From an optimization exercise on the open Yosys and OpenROAD flow, aimed at small area, a short achievable clock period and few clock cycles per item; shortcuts taken in it are not production practice.
No functional check of the RTL was part of any run shown here.
The clock port is modelled as an ideal driver; clocking choices that lean on that would not hold on a real chip.

==> flow/design.v, too long to show whole: its modules and the start of the top module <==
// module square_root32: 944 lines
module square_root32(
		input wire iCLOCK,
		input wire inRESET,
		input wire iDATA_REQ,
		output wire oDATA_BUSY,
		input wire [31:0] iDATA,
		output wire oDATA_VALID,
		input wire iDATA_BUSY,
		output wire [15:0] oDATA
	);
  // ...
==> flow/flow/run.sh <==
#!/bin/bash
# The standard layout (standard.sh, unchanged synthesis and steps), with:
# - a larger setup margin for ORFS's timing repair, so that repair works
#   towards a shorter achieved period;
# - port buffers of the smallest buffer cell (repair upsizes them as needed);
bash standard.sh SETUP_SLACK_MARGIN=11.0 BUFFER_PORTS_ARGS='-buffer_cell sky130_fd_sc_hd__buf_1' POST_CTS_TCL="$(pwd)/flow/flatten_clk.tcl" finish > standard.log 2>&1
==> flow/flow/flatten_clk.tcl <==
# Remove the clock tree's intermediate level: the root clock buffer then
# drives the leaf clock buffers directly. Every register keeps the same
# number of buffers (two) between the clock port and its clock pin.
set block [ord::get_db_block]
set root [$block findInst clkbuf_0_iCLOCK]
set rootnet [[$root findITerm X] getNet]
set mids {}
foreach it [$rootnet getITerms] {
  set inst [$it getInst]
  if {$inst eq $root} continue
  if {[string match "clkbuf_leaf_*" [$inst getName]]} continue
  lappend mids $inst
}
foreach inst $mids {
  if {![string match "clkbuf_*" [$inst getName]]} { error "unexpected load [$inst getName] on the root clock net" }
  set onet [[$inst findITerm X] getNet]
  set loads {}
  foreach it [$onet getITerms] { if {[$it getInst] ne $inst} { lappend loads $it } }
  set dummies {}
  foreach it $loads {
    if {[string match "clkload*" [[$it getInst] getName]]} { lappend dummies [$it getInst]; continue }
    if {![string match "clkbuf_leaf_*" [[$it getInst] getName]]} { error "unexpected load [[$it getInst] getName]" }
    $it disconnect
    $it connect $rootnet
  }
  puts "flatten_clk: removed [$inst getName], moved [llength $loads] leaf buffers to [$rootnet getName]"
  foreach d $dummies {
    puts "flatten_clk: removed dummy load [$d getName]"
    odb::dbInst_destroy $d
  }
  odb::dbInst_destroy $inst
  odb::dbNet_destroy $onet
}
==> flow/standard.sh <==
#!/bin/bash
# synth_recipe.tcl (not shown) runs the flow's synth.tcl, then flattens the netlist and writes it again
# the make line also repeats each setting of config.mk as NAME=value (left out here)
make -C /OpenROAD-flow-scripts/flow DESIGN_CONFIG=/design/flow/config.mk WORK_HOME=/design/flow/orfs CLKGATE_MAP_FILE= SYNTH_SCRIPT=/design/flow/synth_recipe.tcl "${@:-finish}"
==> flow/config.mk <==
export PLATFORM = sky130hd
export DESIGN_NAME = square_root32
export DESIGN_NICKNAME = square_root32
export VERILOG_FILES = /design/flow/design.v
export SDC_FILE = /design/flow/constraint.sdc
export NUM_CORES = 4
export LEC_CHECK = 0
export ABC_AREA = 1
export CAP_MARGIN = 20
export CORE_MARGIN = 2
export CORE_UTILIZATION = 68
export CTS_BUF_LIST = sky130_fd_sc_hd__clkbuf_16
export CTS_CLUSTER_DIAMETER = 80
export CTS_CLUSTER_SIZE = 28
export SLEW_MARGIN = 20
==> flow/constraint.sdc <==
create_clock -name core_clock -period 15.0 [get_ports {iCLOCK}]
set_input_delay 3.0000 -clock core_clock [delete_from_list [all_inputs] [get_ports {iCLOCK}]]
set_output_delay 3.0000 -clock core_clock [all_outputs]
set_load 0.01 [all_outputs]
==> load_flow_metrics.sql, run 1 <==
INSERT INTO impl_metrics (metric_group, metric, value, unit) VALUES
('timing', 'worst_pin_slew', '0.836', 'ns'),
('layout', 'layout.comb_gates.multi_input', '1004', ''),
('layout', 'antenna-diode-count', '0', ''),
('layout', 'mostFrequentLayoutCells', 'sky130_fd_sc_hd__nand2_1, sky130_fd_sc_hd__inv_1, sky130_fd_sc_hd__edfxtp_1', ''),
('route', 'met2WireLength', '12.7', 'mm'),
('layout', 'biggestCellCategory', 'flip-flops and latches', ''),
('global_route', 'grt_most_used_layer', 'met2', ''),
('floorplan', 'boundaryPins', '54', ''),
('yosys', 'synthesis.area_per_instance', '9.14', 'µm²'),
('layout', 'flow.area_growth_from_synthesis', '9.13', '%'),
('layout', 'total_area_of_multi_input_combinational_cells', '5830', 'µm²'),
('route', 'drt-initial-drc-count', '637', ''),
('yosys', 'synth_area', '13600', 'µm²'),
('clocking', 'tritoncts', 'yes', ''),
('yosys', 'synth_top_cells_by_area', 'sky130_fd_sc_hd__edfxtp_1, sky130_fd_sc_hd__nand2_1, sky130_fd_sc_hd__inv_1, sky130_fd_sc_hd__fa_1, sky130_fd_sc_hd__o21ai_0', ''),
('route', 'dr.max_layer_used', 'met4', ''),
('worst_setup_path', 'path_cells', 'buf_12 -> buf_6', ''),
('layout', 'sequential_standard_cell_area', '6950', 'µm²'),
('worst_setup_path', 'worst-setup-path-type', 'flip-flop to primary output', ''),
('yosys', 'post_synth_mux_area_share', '0.00147', ''),
('worst_setup_path', 'crit_arrival', '1.10', 'ns'),
('worst_setup_path', 'worstSetupPathDepth', '2', ''),
('layout', 'largest_register_ffs', '28', ''),
('timing', 'number_of_endpoints_with_negative_hold_slack_in_the_final_report', '0', ''),
('clocking', 'clock_sink_count', '238', ''),
('outcome', 'outcome', 'finished clean', ''),
('layout', 'n_clock_buffer', '12', ''),
('global_route', 'grt_antenna_before_repair', '0', '');
==> run 2: changes to the inputs <==
--- a/flow/design.v
+++ b/flow/design.v
@@ -29,23 +29,23 @@
 	reg [2:0] r2;
 	reg [27:0] x2;
 	wire [2:0] q3;
 	wire [3:0] r3;
 	wire [25:0] x3;
 	wire [3:0] q4;
 	wire [4:0] r4;
 	wire [23:0] x4;
-	wire [4:0] q5;
-	wire [5:0] r5;
-	wire [21:0] x5;
-	reg [5:0] qn6;
-	wire [5:0] q6 = ~qn6;
-	reg [6:0] r6;
-	reg [19:0] x6;
+	reg [4:0] qn5;
+	wire [4:0] q5 = ~qn5;
+	reg [5:0] r5;
+	reg [21:0] x5;
+	wire [5:0] q6;
+	wire [6:0] r6;
+	wire [19:0] x6;
 	wire [6:0] q7;
 	wire [7:0] r7;
 	wire [17:0] x7;
 	reg [7:0] qn8;
 	wire [7:0] q8 = ~qn8;
 	reg [8:0] r8;
 	reg [15:0] x8;
 	wire [8:0] q9;
@@ -101,120 +101,98 @@
 			r2 <= (ge1 ? d1[2:0] : t1[2:0]);
 			x2 <= x1[27:0];
 		end
 	end
 	wire [4:0] t2 = {r2, x2[27:26]};
 	wire [4:0] sn2 = {1'b1, ~q2, 2'b10};
 	wire h2_1g = (t2[1] & sn2[1]) | ((t2[1] | sn2[1]) & (t2[0] | sn2[0]));
 	wire h2_1p = (t2[1] | sn2[1]) & 1'b0;
-	wire h2_2g = (t2[2] & sn2[2]) | ((t2[2] | sn2[2]) & (t2[1] & sn2[1]));
-	wire h2_2p = (t2[2] | sn2[2]) & (t2[1] | sn2[1]);
-	wire h2_3g = (t2[3] & sn2[3]) | ((t2[3] | sn2[3]) & (t2[2] & sn2[2]));
-	wire h2_3p = (t2[3] | sn2[3]) & (t2[2] | sn2[2]);
-	wire h2_4g = (t2[4] & sn2[4]) | ((t2[4] | sn2[4]) & (t2[3] & sn2[3]));
-	wire h2_4p = (t2[4] | sn2[4]) & (t2[3] | sn2[3]);
-	wire h2_5g = h2_2g | (h2_2p & (t2[0] | sn2[0]));
-	wire h2_5p = h2_2p & 1'b0;
-	wire h2_6g = h2_3g | (h2_3p & h2_1g);
-	wire h2_6p = h2_3p & h2_1p;
-	wire h2_7g = h2_4g | (h2_4p & h2_2g);
-	wire h2_7p = h2_4p & h2_2p;
-	wire h2_8g = h2_7g | (h2_7p & (t2[0] | sn2[0]));
-	wire h2_8p = h2_7p & 1'b0;
+	wire h2_2g = (t2[3] & sn2[3]) | ((t2[3] | sn2[3]) & (t2[2] & sn2[2]));
+	wire h2_2p = (t2[3] | sn2[3]) & (t2[2] | sn2[2]);
+	wire h2_3g = h2_2g | (h2_2p & h2_1g);
+	wire h2_3p = h2_2p & h2_1p;
+	wire h2_4g = (t2[2] & sn2[2]) | ((t2[2] | sn2[2]) & h2_1g);
+	wire h2_4p = (t2[2] | sn2[2]) & h2_1p;
+	wire h2_5g = (t2[4] & sn2[4]) | ((t2[4] | sn2[4]) & h2_3g);
+	wire h2_5p = (t2[4] | sn2[4]) & h2_3p;
 	wire [5:0] d2;
 	assign d2[0] = ~(t2[0] ^ sn2[0]);
 	assign d2[1] = t2[1] ^ (sn2[1] ^ (t2[0] | sn2[0]));
 	assign d2[2] = t2[2] ^ (sn2[2] ^ h2_1g);
-	assign d2[3] = t2[3] ^ (sn2[3] ^ h2_5g);
-	assign d2[4] = t2[4] ^ (sn2[4] ^ h2_6g);
-	assign d2[5] = ~h2_8g;
+	assign d2[3] = t2[3] ^ (sn2[3] ^ h2_4g);
+	assign d2[4] = t2[4] ^ (sn2[4] ^ h2_3g);
+	assign d2[5] = ~h2_5g;
 	wire ge2 = !d2[5];
 	assign q3 = {q2, ge2};
 	assign r3 = (ge2 ? d2[3:0] : t2[3:0]);
 	assign x3 = x2[25:0];
 	wire [5:0] t3 = {r3, x3[25:24]};
 	wire [5:0] sn3 = {1'b1, ~q3, 2'b10};
 	wire h3_1g = (t3[1] & sn3[1]) | ((t3[1] | sn3[1]) & (t3[0] | sn3[0]));
 	wire h3_1p = (t3[1] | sn3[1]) & 1'b0;
-	wire h3_2g = (t3[2] & sn3[2]) | ((t3[2] | sn3[2]) & (t3[1] & sn3[1]));
-	wire h3_2p = (t3[2] | sn3[2]) & (t3[1] | sn3[1]);
-	wire h3_3g = (t3[3] & sn3[3]) | ((t3[3] | sn3[3]) & (t3[2] & sn3[2]));
-	wire h3_3p = (t3[3] | sn3[3]) & (t3[2] | sn3[2]);
-	wire h3_4g = (t3[4] & sn3[4]) | ((t3[4] | sn3[4]) & (t3[3] & sn3[3]));
-	wire h3_4p = (t3[4] | sn3[4]) & (t3[3] | sn3[3]);
-	wire h3_5g = (t3[5] & sn3[5]) | ((t3[5] | sn3[5]) & (t3[4] & sn3[4]));
-	wire h3_5p = (t3[5] | sn3[5]) & (t3[4] | sn3[4]);
-	wire h3_6g = h3_2g | (h3_2p & (t3[0] | sn3[0]));
-	wire h3_6p = h3_2p & 1'b0;
-	wire h3_7g = h3_3g | (h3_3p & h3_1g);
-	wire h3_7p = h3_3p & h3_1p;
-	wire h3_8g = h3_4g | (h3_4p & h3_2g);
-	wire h3_8p = h3_4p & h3_2p;
-	wire h3_9g = h3_5g | (h3_5p & h3_3g);
-	wire h3_9p = h3_5p & h3_3p;
-	wire h3_10g = h3_8g | (h3_8p & (t3[0] | sn3[0]));
-	wire h3_10p = h3_8p & 1'b0;
-	wire h3_11g = h3_9g | (h3_9p & h3_1g);
-	wire h3_11p = h3_9p & h3_1p;
+	wire h3_2g = (t3[3] & sn3[3]) | ((t3[3] | sn3[3]) & (t3[2] & sn3[2]));
+	wire h3_2p = (t3[3] | sn3[3]) & (t3[2] | sn3[2]);
+	wire h3_3g = (t3[5] & sn3[5]) | ((t3[5] | sn3[5]) & (t3[4] & sn3[4]));
+	wire h3_3p = (t3[5] | sn3[5]) & (t3[4] | sn3[4]);
+	wire h3_4g = h3_2g | (h3_2p & h3_1g);
+	wire h3_4p = h3_2p & h3_1p;
+	wire h3_5g = h3_3g | (h3_3p & h3_4g);
+	wire h3_5p = h3_3p & h3_4p;
+	wire h3_6g = (t3[2] & sn3[2]) | ((t3[2] | sn3[2]) & h3_1g);
+	wire h3_6p = (t3[2] | sn3[2]) & h3_1p;
+	wire h3_7g = (t3[4] & sn3[4]) | ((t3[4] | sn3[4]) & h3_4g);
+	wire h3_7p = (t3[4] | sn3[4]) & h3_4p;
 	wire [6:0] d3;
 	assign d3[0] = ~(t3[0] ^ sn3[0]);
 	assign d3[1] = t3[1] ^ (sn3[1] ^ (t3[0] | sn3[0]));
 	assign d3[2] = t3[2] ^ (sn3[2] ^ h3_1g);
 	assign d3[3] = t3[3] ^ (sn3[3] ^ h3_6g);
-	assign d3[4] = t3[4] ^ (sn3[4] ^ h3_7g);
-	assign d3[5] = t3[5] ^ (sn3[5] ^ h3_10g);
-	assign d3[6] = ~h3_11g;
+	assign d3[4] = t3[4] ^ (sn3[4] ^ h3_4g);
+	assign d3[5] = t3[5] ^ (sn3[5] ^ h3_7g);
+	assign d3[6] = ~h3_5g;
 	wire ge3 = !d3[6];
 	assign q4 = {q3, ge3};
 	assign r4 = (ge3 ? d3[4:0] : t3[4:0]);
 	assign x4 = x3[23:0];
 	wire [6:0] t4 = {r4, x4[23:22]};
 	wire [6:0] sn4 = {1'b1, ~q4, 2'b10};
 	wire h4_1g = (t4[1] & sn4[1]) | ((t4[1] | sn4[1]) & (t4[0] | sn4[0]));
 	wire h4_1p = (t4[1] | sn4[1]) & 1'b0;
-	wire h4_2g = (t4[2] & sn4[2]) | ((t4[2] | sn4[2]) & (t4[1] & sn4[1]));
-	wire h4_2p = (t4[2] | sn4[2]) & (t4[1] | sn4[1]);
-	wire h4_3g = (t4[3] & sn4[3]) | ((t4[3] | sn4[3]) & (t4[2] & sn4[2]));
-	wire h4_3p = (t4[3] | sn4[3]) & (t4[2] | sn4[2]);
-	wire h4_4g = (t4[4] & sn4[4]) | ((t4[4] | sn4[4]) & (t4[3] & sn4[3]));
-	wire h4_4p = (t4[4] | sn4[4]) & (t4[3] | sn4[3]);
-	wire h4_5g = (t4[5] & sn4[5]) | ((t4[5] | sn4[5]) & (t4[4] & sn4[4]));
-	wire h4_5p = (t4[5] | sn4[5]) & (t4[4] | sn4[4]);
-	wire h4_6g = (t4[6] & sn4[6]) | ((t4[6] | sn4[6]) & (t4[5] & sn4[5]));
-	wire h4_6p = (t4[6] | sn4[6]) & (t4[5] | sn4[5]);
-	wire h4_7g = h4_2g | (h4_2p & (t4[0] | sn4[0]));
-	wire h4_7p = h4_2p & 1'b0;
-	wire h4_8g = h4_3g | (h4_3p & h4_1g);
-	wire h4_8p = h4_3p & h4_1p;
-	wire h4_9g = h4_4g | (h4_4p & h4_2g);
-	wire h4_9p = h4_4p & h4_2p;
-	wire h4_10g = h4_5g | (h4_5p & h4_3g);
-	wire h4_10p = h4_5p & h4_3p;
-	wire h4_11g = h4_6g | (h4_6p & h4_4g);
-	wire h4_11p = h4_6p & h4_4p;
-	wire h4_12g = h4_9g | (h4_9p & (t4[0] | sn4[0]));
-	wire h4_12p = h4_9p & 1'b0;
-	wire h4_13g = h4_10g | (h4_10p & h4_1g);
-	wire h4_13p = h4_10p & h4_1p;
-	wire h4_14g = h4_11g | (h4_11p & h4_7g);
-	wire h4_14p = h4_11p & h4_7p;
+	wire h4_2g = (t4[3] & sn4[3]) | ((t4[3] | sn4[3]) & (t4[2] & sn4[2]));
+	wire h4_2p = (t4[3] | sn4[3]) & (t4[2] | sn4[2]);
+	wire h4_3g = (t4[5] & sn4[5]) | ((t4[5] | sn4[5]) & (t4[4] & sn4[4]));
+	wire h4_3p = (t4[5] | sn4[5]) & (t4[4] | sn4[4]);
+	wire h4_4g = h4_2g | (h4_2p & h4_1g);
+	wire h4_4p = h4_2p & h4_1p;
+	wire h4_5g = h4_3g | (h4_3p & h4_4g);
+	wire h4_5p = h4_3p & h4_4p;
+	wire h4_6g = (t4[2] & sn4[2]) | ((t4[2] | sn4[2]) & h4_1g);
+	wire h4_6p = (t4[2] | sn4[2]) & h4_1p;
+	wire h4_7g = (t4[4] & sn4[4]) | ((t4[4] | sn4[4]) & h4_4g);
+	wire h4_7p = (t4[4] | sn4[4]) & h4_4p;
+	wire h4_8g = (t4[6] & sn4[6]) | ((t4[6] | sn4[6]) & h4_5g);
+	wire h4_8p = (t4[6] | sn4[6]) & h4_5p;
 	wire [7:0] d4;
 	assign d4[0] = ~(t4[0] ^ sn4[0]);
 	assign d4[1] = t4[1] ^ (sn4[1] ^ (t4[0] | sn4[0]));
 	assign d4[2] = t4[2] ^ (sn4[2] ^ h4_1g);
-	assign d4[3] = t4[3] ^ (sn4[3] ^ h4_7g);
-	assign d4[4] = t4[4] ^ (sn4[4] ^ h4_8g);
-	assign d4[5] = t4[5] ^ (sn4[5] ^ h4_12g);
-	assign d4[6] = t4[6] ^ (sn4[6] ^ h4_13g);
-	assign d4[7] = ~h4_14g;
+	assign d4[3] = t4[3] ^ (sn4[3] ^ h4_6g);
+	assign d4[4] = t4[4] ^ (sn4[4] ^ h4_4g);
+	assign d4[5] = t4[5] ^ (sn4[5] ^ h4_7g);
+	assign d4[6] = t4[6] ^ (sn4[6] ^ h4_5g);
+	assign d4[7] = ~h4_8g;
 	wire ge4 = !d4[7];
-	assign q5 = {q4, ge4};
-	assign r5 = (ge4 ? d4[5:0] : t4[5:0]);
-	assign x5 = x4[21:0];
+	always @(posedge iCLOCK) begin
+		if (adv) begin
+			qn5 <= ~{q4, ge4};
+			r5 <= (ge4 ? d4[5:0] : t4[5:0]);
+			x5 <= x4[21:0];
+		end
+	end
 	wire [7:0] t5 = {r5, x5[21:20]};
 	wire [7:0] sn5 = {1'b1, ~q5, 2'b10};
 	wire h5_1g = (t5[1] & sn5[1]) | ((t5[1] | sn5[1]) & (t5[0] | sn5[0]));
 	wire h5_1p = (t5[1] | sn5[1]) & 1'b0;
 	wire h5_2g = (t5[2] & sn5[2]) | ((t5[2] | sn5[2]) & (t5[1] & sn5[1]));
 	wire h5_2p = (t5[2] | sn5[2]) & (t5[1] | sn5[1]);
 	wire h5_3g = (t5[3] & sn5[3]) | ((t5[3] | sn5[3]) & (t5[2] & sn5[2]));
 	wire h5_3p = (t5[3] | sn5[3]) & (t5[2] | sn5[2]);
@@ -252,106 +230,142 @@
 	assign d5[2] = t5[2] ^ (sn5[2] ^ h5_1g);
 	assign d5[3] = t5[3] ^ (sn5[3] ^ h5_8g);
 	assign d5[4] = t5[4] ^ (sn5[4] ^ h5_9g);
 	assign d5[5] = t5[5] ^ (sn5[5] ^ h5_14g);
 	assign d5[6] = t5[6] ^ (sn5[6] ^ h5_15g);
 	assign d5[7] = t5[7] ^ (sn5[7] ^ h5_16g);
 	assign d5[8] = ~h5_17g;
 	wire ge5 = !d5[8];
-	always @(posedge iCLOCK) begin
-		if (adv) begin
-			qn6 <= ~{q5, ge5};
-			r6 <= (ge5 ? d5[6:0] : t5[6:0]);
-			x6 <= x5[19:0];
-		end
-	end
+	assign q6 = {q5, ge5};
+	assign r6 = (ge5 ? d5[6:0] : t5[6:0]);
+	assign x6 = x5[19:0];
 	wire [8:0] t6 = {r6, x6[19:18]};
 	wire [8:0] sn6 = {1'b1, ~q6, 2'b10};
 	wire h6_1g = (t6[1] & sn6[1]) | ((t6[1] | sn6[1]) & (t6[0] | sn6[0]));
 	wire h6_1p = (t6[1] | sn6[1]) & 1'b0;
-	wire h6_2g = (t6[3] & sn6[3]) | ((t6[3] | sn6[3]) & (t6[2] & sn6[2]));
-	wire h6_2p = (t6[3] | sn6[3]) & (t6[2] | sn6[2]);
-	wire h6_3g = (t6[5] & sn6[5]) | ((t6[5] | sn6[5]) & (t6[4] & sn6[4]));
-	wire h6_3p = (t6[5] | sn6[5]) & (t6[4] | sn6[4]);
-	wire h6_4g = (t6[7] & sn6[7]) | ((t6[7] | sn6[7]) & (t6[6] & sn6[6]));
-	wire h6_4p = (t6[7] | sn6[7]) & (t6[6] | sn6[6]);
-	wire h6_5g = h6_2g | (h6_2p & h6_1g);
-	wire h6_5p = h6_2p & h6_1p;
-	wire h6_6g = h6_4g | (h6_4p & h6_3g);
-	wire h6_6p = h6_4p & h6_3p;
-	wire h6_7g = h6_6g | (h6_6p & h6_5g);
-	wire h6_7p = h6_6p & h6_5p;
-	wire h6_8g = h6_3g | (h6_3p & h6_5g);
-	wire h6_8p = h6_3p & h6_5p;
-	wire h6_9g = (t6[2] & sn6[2]) | ((t6[2] | sn6[2]) & h6_1g);
-	wire h6_9p = (t6[2] | sn6[2]) & h6_1p;
-	wire h6_10g = (t6[4] & sn6[4]) | ((t6[4] | sn6[4]) & h6_5g);
-	wire h6_10p = (t6[4] | sn6[4]) & h6_5p;
-	wire h6_11g = (t6[6] & sn6[6]) | ((t6[6] | sn6[6]) & h6_8g);
-	wire h6_11p = (t6[6] | sn6[6]) & h6_8p;
-	wire h6_12g = (t6[8] & sn6[8]) | ((t6[8] | sn6[8]) & h6_7g);
-	wire h6_12p = (t6[8] | sn6[8]) & h6_7p;
+	wire h6_2g = (t6[2] & sn6[2]) | ((t6[2] | sn6[2]) & (t6[1] & sn6[1]));
+	wire h6_2p = (t6[2] | sn6[2]) & (t6[1] | sn6[1]);
+	wire h6_3g = (t6[3] & sn6[3]) | ((t6[3] | sn6[3]) & (t6[2] & sn6[2]));
+	wire h6_3p = (t6[3] | sn6[3]) & (t6[2] | sn6[2]);
+	wire h6_4g = (t6[4] & sn6[4]) | ((t6[4] | sn6[4]) & (t6[3] & sn6[3]));
+	wire h6_4p = (t6[4] | sn6[4]) & (t6[3] | sn6[3]);
+	wire h6_5g = (t6[5] & sn6[5]) | ((t6[5] | sn6[5]) & (t6[4] & sn6[4]));
+	wire h6_5p = (t6[5] | sn6[5]) & (t6[4] | sn6[4]);
+	wire h6_6g = (t6[6] & sn6[6]) | ((t6[6] | sn6[6]) & (t6[5] & sn6[5]));
+	wire h6_6p = (t6[6] | sn6[6]) & (t6[5] | sn6[5]);
+	wire h6_7g = (t6[7] & sn6[7]) | ((t6[7] | sn6[7]) & (t6[6] & sn6[6]));
+	wire h6_7p = (t6[7] | sn6[7]) & (t6[6] | sn6[6]);
+	wire h6_8g = (t6[8] & sn6[8]) | ((t6[8] | sn6[8]) & (t6[7] & sn6[7]));
+	wire h6_8p = (t6[8] | sn6[8]) & (t6[7] | sn6[7]);
+	wire h6_9g = h6_2g | (h6_2p & (t6[0] | sn6[0]));
+	wire h6_9p = h6_2p & 1'b0;
+	wire h6_10g = h6_3g | (h6_3p & h6_1g);
+	wire h6_10p = h6_3p & h6_1p;
+	wire h6_11g = h6_4g | (h6_4p & h6_2g);
+	wire h6_11p = h6_4p & h6_2p;
+	wire h6_12g = h6_5g | (h6_5p & h6_3g);
+	wire h6_12p = h6_5p & h6_3p;
+	wire h6_13g = h6_6g | (h6_6p & h6_4g);
+	wire h6_13p = h6_6p & h6_4p;
+	wire h6_14g = h6_7g | (h6_7p & h6_5g);
+	wire h6_14p = h6_7p & h6_5p;
+	wire h6_15g = h6_8g | (h6_8p & h6_6g);
+	wire h6_15p = h6_8p & h6_6p;
+	wire h6_16g = h6_11g | (h6_11p & (t6[0] | sn6[0]));
+	wire h6_16p = h6_11p & 1'b0;
+	wire h6_17g = h6_12g | (h6_12p & h6_1g);
+	wire h6_17p = h6_12p & h6_1p;
+	wire h6_18g = h6_13g | (h6_13p & h6_9g);
+	wire h6_18p = h6_13p & h6_9p;
+	wire h6_19g = h6_14g | (h6_14p & h6_10g);
+	wire h6_19p = h6_14p & h6_10p;
+	wire h6_20g = h6_15g | (h6_15p & h6_11g);
+	wire h6_20p = h6_15p & h6_11p;
+	wire h6_21g = h6_20g | (h6_20p & (t6[0] | sn6[0]));
+	wire h6_21p = h6_20p & 1'b0;
 	wire [9:0] d6;
 	assign d6[0] = ~(t6[0] ^ sn6[0]);
 	assign d6[1] = t6[1] ^ (sn6[1] ^ (t6[0] | sn6[0]));
 	assign d6[2] = t6[2] ^ (sn6[2] ^ h6_1g);
 	assign d6[3] = t6[3] ^ (sn6[3] ^ h6_9g);
-	assign d6[4] = t6[4] ^ (sn6[4] ^ h6_5g);
-	assign d6[5] = t6[5] ^ (sn6[5] ^ h6_10g);
-	assign d6[6] = t6[6] ^ (sn6[6] ^ h6_8g);
-	assign d6[7] = t6[7] ^ (sn6[7] ^ h6_11g);
-	assign d6[8] = t6[8] ^ (sn6[8] ^ h6_7g);
-	assign d6[9] = ~h6_12g;
+	assign d6[4] = t6[4] ^ (sn6[4] ^ h6_10g);
+	assign d6[5] = t6[5] ^ (sn6[5] ^ h6_16g);
+	assign d6[6] = t6[6] ^ (sn6[6] ^ h6_17g);
+	assign d6[7] = t6[7] ^ (sn6[7] ^ h6_18g);
+	assign d6[8] = t6[8] ^ (sn6[8] ^ h6_19g);
+	assign d6[9] = ~h6_21g;
 	wire ge6 = !d6[9];
 	assign q7 = {q6, ge6};
 	assign r7 = (ge6 ? d6[7:0] : t6[7:0]);
 	assign x7 = x6[17:0];
 	wire [9:0] t7 = {r7, x7[17:16]};
 	wire [9:0] sn7 = {1'b1, ~q7, 2'b10};
 	wire h7_1g = (t7[1] & sn7[1]) | ((t7[1] | sn7[1]) & (t7[0] | sn7[0]));
 	wire h7_1p = (t7[1] | sn7[1]) & 1'b0;
-	wire h7_2g = (t7[3] & sn7[3]) | ((t7[3] | sn7[3]) & (t7[2] & sn7[2]));
-	wire h7_2p = (t7[3] | sn7[3]) & (t7[2] | sn7[2]);
-	wire h7_3g = (t7[5] & sn7[5]) | ((t7[5] | sn7[5]) & (t7[4] & sn7[4]));
-	wire h7_3p = (t7[5] | sn7[5]) & (t7[4] | sn7[4]);
-	wire h7_4g = (t7[7] & sn7[7]) | ((t7[7] | sn7[7]) & (t7[6] & sn7[6]));
-	wire h7_4p = (t7[7] | sn7[7]) & (t7[6] | sn7[6]);
-	wire h7_5g = (t7[9] & sn7[9]) | ((t7[9] | sn7[9]) & (t7[8] & sn7[8]));
-	wire h7_5p = (t7[9] | sn7[9]) & (t7[8] | sn7[8]);
-	wire h7_6g = h7_2g | (h7_2p & h7_1g);
-	wire h7_6p = h7_2p & h7_1p;
-	wire h7_7g = h7_4g | (h7_4p & h7_3g);
-	wire h7_7p = h7_4p & h7_3p;
-	wire h7_8g = h7_7g | (h7_7p & h7_6g);
-	wire h7_8p = h7_7p & h7_6p;
-	wire h7_9g = h7_3g | (h7_3p & h7_6g);
-	wire h7_9p = h7_3p & h7_6p;
-	wire h7_10g = h7_5g | (h7_5p & h7_8g);
-	wire h7_10p = h7_5p & h7_8p;
-	wire h7_11g = (t7[2] & sn7[2]) | ((t7[2] | sn7[2]) & h7_1g);
-	wire h7_11p = (t7[2] | sn7[2]) & h7_1p;
-	wire h7_12g = (t7[4] & sn7[4]) | ((t7[4] | sn7[4]) & h7_6g);
-	wire h7_12p = (t7[4] | sn7[4]) & h7_6p;
-	wire h7_13g = (t7[6] & sn7[6]) | ((t7[6] | sn7[6]) & h7_9g);
-	wire h7_13p = (t7[6] | sn7[6]) & h7_9p;
-	wire h7_14g = (t7[8] & sn7[8]) | ((t7[8] | sn7[8]) & h7_8g);
-	wire h7_14p = (t7[8] | sn7[8]) & h7_8p;
+	wire h7_2g = (t7[2] & sn7[2]) | ((t7[2] | sn7[2]) & (t7[1] & sn7[1]));
+	wire h7_2p = (t7[2] | sn7[2]) & (t7[1] | sn7[1]);
+	wire h7_3g = (t7[3] & sn7[3]) | ((t7[3] | sn7[3]) & (t7[2] & sn7[2]));
+	wire h7_3p = (t7[3] | sn7[3]) & (t7[2] | sn7[2]);
+	wire h7_4g = (t7[4] & sn7[4]) | ((t7[4] | sn7[4]) & (t7[3] & sn7[3]));
+	wire h7_4p = (t7[4] | sn7[4]) & (t7[3] | sn7[3]);
+	wire h7_5g = (t7[5] & sn7[5]) | ((t7[5] | sn7[5]) & (t7[4] & sn7[4]));
+	wire h7_5p = (t7[5] | sn7[5]) & (t7[4] | sn7[4]);
+	wire h7_6g = (t7[6] & sn7[6]) | ((t7[6] | sn7[6]) & (t7[5] & sn7[5]));
+	wire h7_6p = (t7[6] | sn7[6]) & (t7[5] | sn7[5]);
+	wire h7_7g = (t7[7] & sn7[7]) | ((t7[7] | sn7[7]) & (t7[6] & sn7[6]));
+	wire h7_7p = (t7[7] | sn7[7]) & (t7[6] | sn7[6]);
+	wire h7_8g = (t7[8] & sn7[8]) | ((t7[8] | sn7[8]) & (t7[7] & sn7[7]));
+	wire h7_8p = (t7[8] | sn7[8]) & (t7[7] | sn7[7]);
+	wire h7_9g = (t7[9] & sn7[9]) | ((t7[9] | sn7[9]) & (t7[8] & sn7[8]));
+	wire h7_9p = (t7[9] | sn7[9]) & (t7[8] | sn7[8]);
+	wire h7_10g = h7_2g | (h7_2p & (t7[0] | sn7[0]));
+	wire h7_10p = h7_2p & 1'b0;
+	wire h7_11g = h7_3g | (h7_3p & h7_1g);
+	wire h7_11p = h7_3p & h7_1p;
+	wire h7_12g = h7_4g | (h7_4p & h7_2g);
+	wire h7_12p = h7_4p & h7_2p;
+	wire h7_13g = h7_5g | (h7_5p & h7_3g);
+	wire h7_13p = h7_5p & h7_3p;
+	wire h7_14g = h7_6g | (h7_6p & h7_4g);
+	wire h7_14p = h7_6p & h7_4p;
+	wire h7_15g = h7_7g | (h7_7p & h7_5g);
+	wire h7_15p = h7_7p & h7_5p;
+	wire h7_16g = h7_8g | (h7_8p & h7_6g);
+	wire h7_16p = h7_8p & h7_6p;
+	wire h7_17g = h7_9g | (h7_9p & h7_7g);
+	wire h7_17p = h7_9p & h7_7p;
+	wire h7_18g = h7_12g | (h7_12p & (t7[0] | sn7[0]));
+	wire h7_18p = h7_12p & 1'b0;
+	wire h7_19g = h7_13g | (h7_13p & h7_1g);
+	wire h7_19p = h7_13p & h7_1p;
+	wire h7_20g = h7_14g | (h7_14p & h7_10g);
+	wire h7_20p = h7_14p & h7_10p;
+	wire h7_21g = h7_15g | (h7_15p & h7_11g);
+	wire h7_21p = h7_15p & h7_11p;
+	wire h7_22g = h7_16g | (h7_16p & h7_12g);
+	wire h7_22p = h7_16p & h7_12p;
+	wire h7_23g = h7_17g | (h7_17p & h7_13g);
+	wire h7_23p = h7_17p & h7_13p;
+	wire h7_24g = h7_22g | (h7_22p & (t7[0] | sn7[0]));
+	wire h7_24p = h7_22p & 1'b0;
+	wire h7_25g = h7_23g | (h7_23p & h7_1g);
+	wire h7_25p = h7_23p & h7_1p;
 	wire [10:0] d7;
 	assign d7[0] = ~(t7[0] ^ sn7[0]);
 	assign d7[1] = t7[1] ^ (sn7[1] ^ (t7[0] | sn7[0]));
 	assign d7[2] = t7[2] ^ (sn7[2] ^ h7_1g);
-	assign d7[3] = t7[3] ^ (sn7[3] ^ h7_11g);
-	assign d7[4] = t7[4] ^ (sn7[4] ^ h7_6g);
-	assign d7[5] = t7[5] ^ (sn7[5] ^ h7_12g);
-	assign d7[6] = t7[6] ^ (sn7[6] ^ h7_9g);
-	assign d7[7] = t7[7] ^ (sn7[7] ^ h7_13g);
-	assign d7[8] = t7[8] ^ (sn7[8] ^ h7_8g);
-	assign d7[9] = t7[9] ^ (sn7[9] ^ h7_14g);
-	assign d7[10] = ~h7_10g;
+	assign d7[3] = t7[3] ^ (sn7[3] ^ h7_10g);
+	assign d7[4] = t7[4] ^ (sn7[4] ^ h7_11g);
+	assign d7[5] = t7[5] ^ (sn7[5] ^ h7_18g);
+	assign d7[6] = t7[6] ^ (sn7[6] ^ h7_19g);
+	assign d7[7] = t7[7] ^ (sn7[7] ^ h7_20g);
+	assign d7[8] = t7[8] ^ (sn7[8] ^ h7_21g);
+	assign d7[9] = t7[9] ^ (sn7[9] ^ h7_24g);
+	assign d7[10] = ~h7_25g;
 	wire ge7 = !d7[10];
 	always @(posedge iCLOCK) begin
 		if (adv) begin
 			qn8 <= ~{q7, ge7};
 			r8 <= (ge7 ? d7[8:0] : t7[8:0]);
 			x8 <= x7[15:0];
 		end
 	end
==> load_flow_metrics.sql, run 2 <==
INSERT INTO impl_metrics (metric_group, metric, value, unit) VALUES
('outcome', 'outcome', 'finished clean', ''),
('timing', 'setup_viol', '0', ''),
('layout', 'layout_top_registers', 'x2: 28 flops, x5: 22 flops', ''),
('yosys', 'post-synth-top-area-cell', 'sky130_fd_sc_hd__edfxtp_1', ''),
('global_route', 'overflow', '0', ''),
('yosys', 'synth_top_cell_area_share', '0.458', ''),
('layout', 'final_core_util', '0.748', ''),
('yosys', 'postSynth.asyncResetShare', '0.0336', ''),
('layout', 'flow.area_growth_from_synthesis', '7.70', '%'),
('yosys', 'synth_most_common_cell', 'sky130_fd_sc_hd__nand2_1', ''),
('route', 'detailedRoute.firstPassIterationCount', '5', ''),
('timing', 'final.period_utilization', '0.266', ''),
('global_route', 'grt_pass1_wl', '43.5', 'mm'),
('timing', 'final_period_minus_worst_setup_slack', '4.00', 'ns'),
('layout', 'total_area_of_multi_input_combinational_cells', '6130', 'µm²'),
('worst_setup_path', 'worst-setup-path-type', 'flip-flop to primary output', ''),
('worst_setup_path', 'worst_path_max_delay_cell', 'sky130_fd_sc_hd__edfxtp_1', ''),
('layout', 'final-instance-count-excl-fill', '1952', ''),
('placed_design', 'dp_hpwl', '19.7', 'mm'),
('global_route', 'grtUsageTotal', '0.251', ''),
('worst_setup_path', 'critical-path-top-delay-family', 'flip-flops', ''),
('layout', 'share_of_post_route_cells_with_drive_strength_above_1', '0.0719', ''),
('yosys', 'synthesis.area_per_instance', '8.72', 'µm²'),
('global_route', 'grt_pass1_vias', '9402', ''),
('layout', 'sequential_standard_cell_area', '6950', 'µm²'),
('layout', 'registers.top_by_ff_count', 'x2', ''),
('global_route', 'grt_antenna_before_repair', '0', ''),
('route', 'drt_drc_violations_left', '0', ''),
('layout', 'largest_register_ffs', '28', ''),
('route', 'routed_wirelength', '26.6', 'mm'),
('clocking', 'clock_sink_count', '238', ''),
('yosys', 'ys_types', '48', ''),
('worst_setup_path', 'top_fanout_value_on_the_critical_path', '1', ''),
('run', 'max_cap_violations', '0', ''),
('yosys', 'postSynthNetCount', '1709', ''),
('worst_setup_path', 'endpoint_kind', 'primary output', ''),
('yosys', 'most_frequent_cells_after_synthesis', 'sky130_fd_sc_hd__nand2_1, sky130_fd_sc_hd__inv_1, sky130_fd_sc_hd__edfxtp_1', ''),
('route', 'drt-initial-drc-count', '727', ''),
('timing', 'worst_pin_slew', '1.02', 'ns'),
('route', 'vias', '10452', ''),
('layout', 'antenna-diode-count', '0', ''),
('route', 'drtAntennaViolNets', '0', ''),
('placed_design', 'gpl.final_weighted_congestion', '0.883', ''),
('layout', 'mostFrequentLayoutCells', 'sky130_fd_sc_hd__nand2_1, sky130_fd_sc_hd__inv_1, sky130_fd_sc_hd__edfxtp_1', ''),
('clocking', 'path_clk_slew', '0.10', 'ns'),
('floorplan', 'fp.dieW', '148', 'µm'),
('floorplan', 'num_rows', '52', ''),
('layout', 'leading_cell_type_in_the_layout_fill_and_taps_excluded', 'sky130_fd_sc_hd__nand2_1', ''),
('timing', 'setup_tns', '0', 'ns'),
('worst_setup_path', 'worst_ep_required_time', '12.00', 'ns'),
('hold_path', 'worst_min_delay_path_class', 'flip-flop to flip-flop', ''),
('yosys', 'ys_seq_elements', '238', ''),
('floorplan', 'starting_utilization_of_the_core_area', '0.694', ''),
('yosys', 'post_synth_inst_count', '1611', ''),
('floorplan', 'chipHeight', '148', 'µm'),
('layout', 'fillerInstances', '1528', ''),
('clocking', 'tritoncts', 'yes', ''),
('layout', 'num-nets-final', '1774', ''),
('yosys', 'synth_top_cells_by_area', 'sky130_fd_sc_hd__edfxtp_1, sky130_fd_sc_hd__nand2_1, sky130_fd_sc_hd__inv_1, sky130_fd_sc_hd__fa_1, sky130_fd_sc_hd__nand3_1', ''),
('floorplan', 'boundaryPins', '54', ''),
('route', 'wl_per_cell', '13.6', 'µm'),
('worst_setup_path', 'setup.worst_path.start_class', 'flip-flop', ''),
('yosys', 'yosysWarningCount', '1', ''),
('route', 'avgViaCountPerCell', '5.35', ''),
('timing', 'maxSlewViolCount', '0', ''),
('worst_setup_path', 'critical_path.max_stage_delay', '0.41', 'ns'),
('global_route', 'pin_count_of_the_biggest_net_entering_global_routing', '149', ''),
('timing', 'number_of_endpoints_with_negative_hold_slack_in_the_final_report', '0', ''),
('placed_design', 'port_buffers', '53', ''),
('worst_setup_path', 'crit_arrival', '1.00', 'ns'),
('clocking', 'insertion_delay', '0.43', 'ns'),
('worst_setup_path', 'path_cells', 'clkbuf_2', ''),
('yosys', 'synth_edf_count', '214', ''),
('placed_design', 'total_instance_count_after_detailed_placement', '1916', ''),
('yosys', 'synth_sequential_area_ratio', '0.495', ''),
('yosys', 'ys.flop_type', 'sky130_fd_sc_hd__edfxtp_1', ''),
('yosys', 'synth_area', '14000', 'µm²'),
('timing', 'max_clock_freq', '0.250', 'GHz'),
('timing', 'rsz_0062_raised_after_global_routing', 'yes', ''),
('floorplan', 'floorplan.core_area', '20200', 'µm²'),
('timing', 'relSlewSlack', '0.323', ''),
('worst_setup_path', 'critPathBufInv', '1', ''),
('timing', 'fin_skew', '0.0194', 'ns'),
('floorplan', 'die-area', '21800', 'µm²');
run 2: cell families (layout without fill, tap and decap cells):
kind of cell               count (synthesis)  count (layout)  synth area share
and+or+nand+nor                          781             783             0.241
DFF                                      238             238             0.495
adders and majority gates                 62              62            0.0734
xor gates and xnor gates                  64              64            0.0399
AOI/OAI and AO/OA                        186             186            0.0733
buffers and inverters                    280             349            0.0778
run 2: stage by stage:
| step | worst slack [ns] | hold slack [ns] | area (µm²) |
|---|---|---|---|
| 6_report | 11.00 | 0.406 | 15100 |
| 5_1_grt | 10.97 | 0.416 | 15100 |
| 3_5_place_dp | 10.80 | 0.405 | 14500 |
| 3_3_place_gp | 10.97 | 0.401 | 14500 |
| 2_1_floorplan | 11.13 | 0.400 | 14000 |
run 2: worst paths after layout:
path                                 from  cells past startpoint           to  slack [ns]
max in group asynchronous         inRESET                      1         b_v2       12.23
min reg2reg                        x2[18]                      0       x5[18]        0.41
max                        b_out_data[10]                      1    oDATA[10]       11.00
min in group asynchronous         inRESET                      1  b_out_valid        2.46
max reg2reg                        x5[21]                     25        r8[7]       11.32
min                                x2[18]                      0       x5[18]        0.41
run 2: area by class of cell:
type / count / share of cell area
Sequential cell: 238 / 0.459
Clock buffer: 12 / 0.0199
Multi-Input combinational cell: 1095 / 0.405
Clock inverter: 8 / 0.00562
Tap cell: 270 / 0.0223
Timing Repair Buffer: 69 / 0.0213
Inverter: 260 / 0.0662
run 2: per-layer routing:
metal | wire, µm | vias up | GRT usage
li1 | - | 5360 | -
met4 | 568 | 0 | 0.0788
met5 | 0 | - | 0
met2 | 12500 | 239 | 0.402
met3 | 1200 | 32 | 0.0448
met1 | 12400 | 4821 | 0.352

[re-timing with driven ports]
No port has a modelled driver above. Below, the same layouts with a new extraction and two added sets of constraints. Step 1: set_driving_cell puts a clkbuf_16 on iCLOCK and a buf_2 on each other input, an assumption about the parent block. Step 2, shift: input delay + t, output delay - t, t = (earliest + latest rising clock arrival at the registers) / 2. This alone moves slack from input paths to output paths. Slacks: ideal / step 1 / step 2; pairs: ideal / step 1.
run | shift t [ns] | setup slack, ns | worst setup path at the end | slew at the worst register clock pin (ns) | worst slew at a driven data input, ns
run 1 | 0.475 | 10.904 / 10.860 / 10.945 | input to register | 0.10 / 0.10 | 0.04
run 2 | 0.469 | 11.003 / 10.958 / 10.961 | input to register | 0.10 / 0.10 | 0.04
After both steps every run listed still meets setup and hold. For run 2, which loses most, drivers alone change the setup slack by -0.045 ns; drivers and shift together by -0.042 ns.
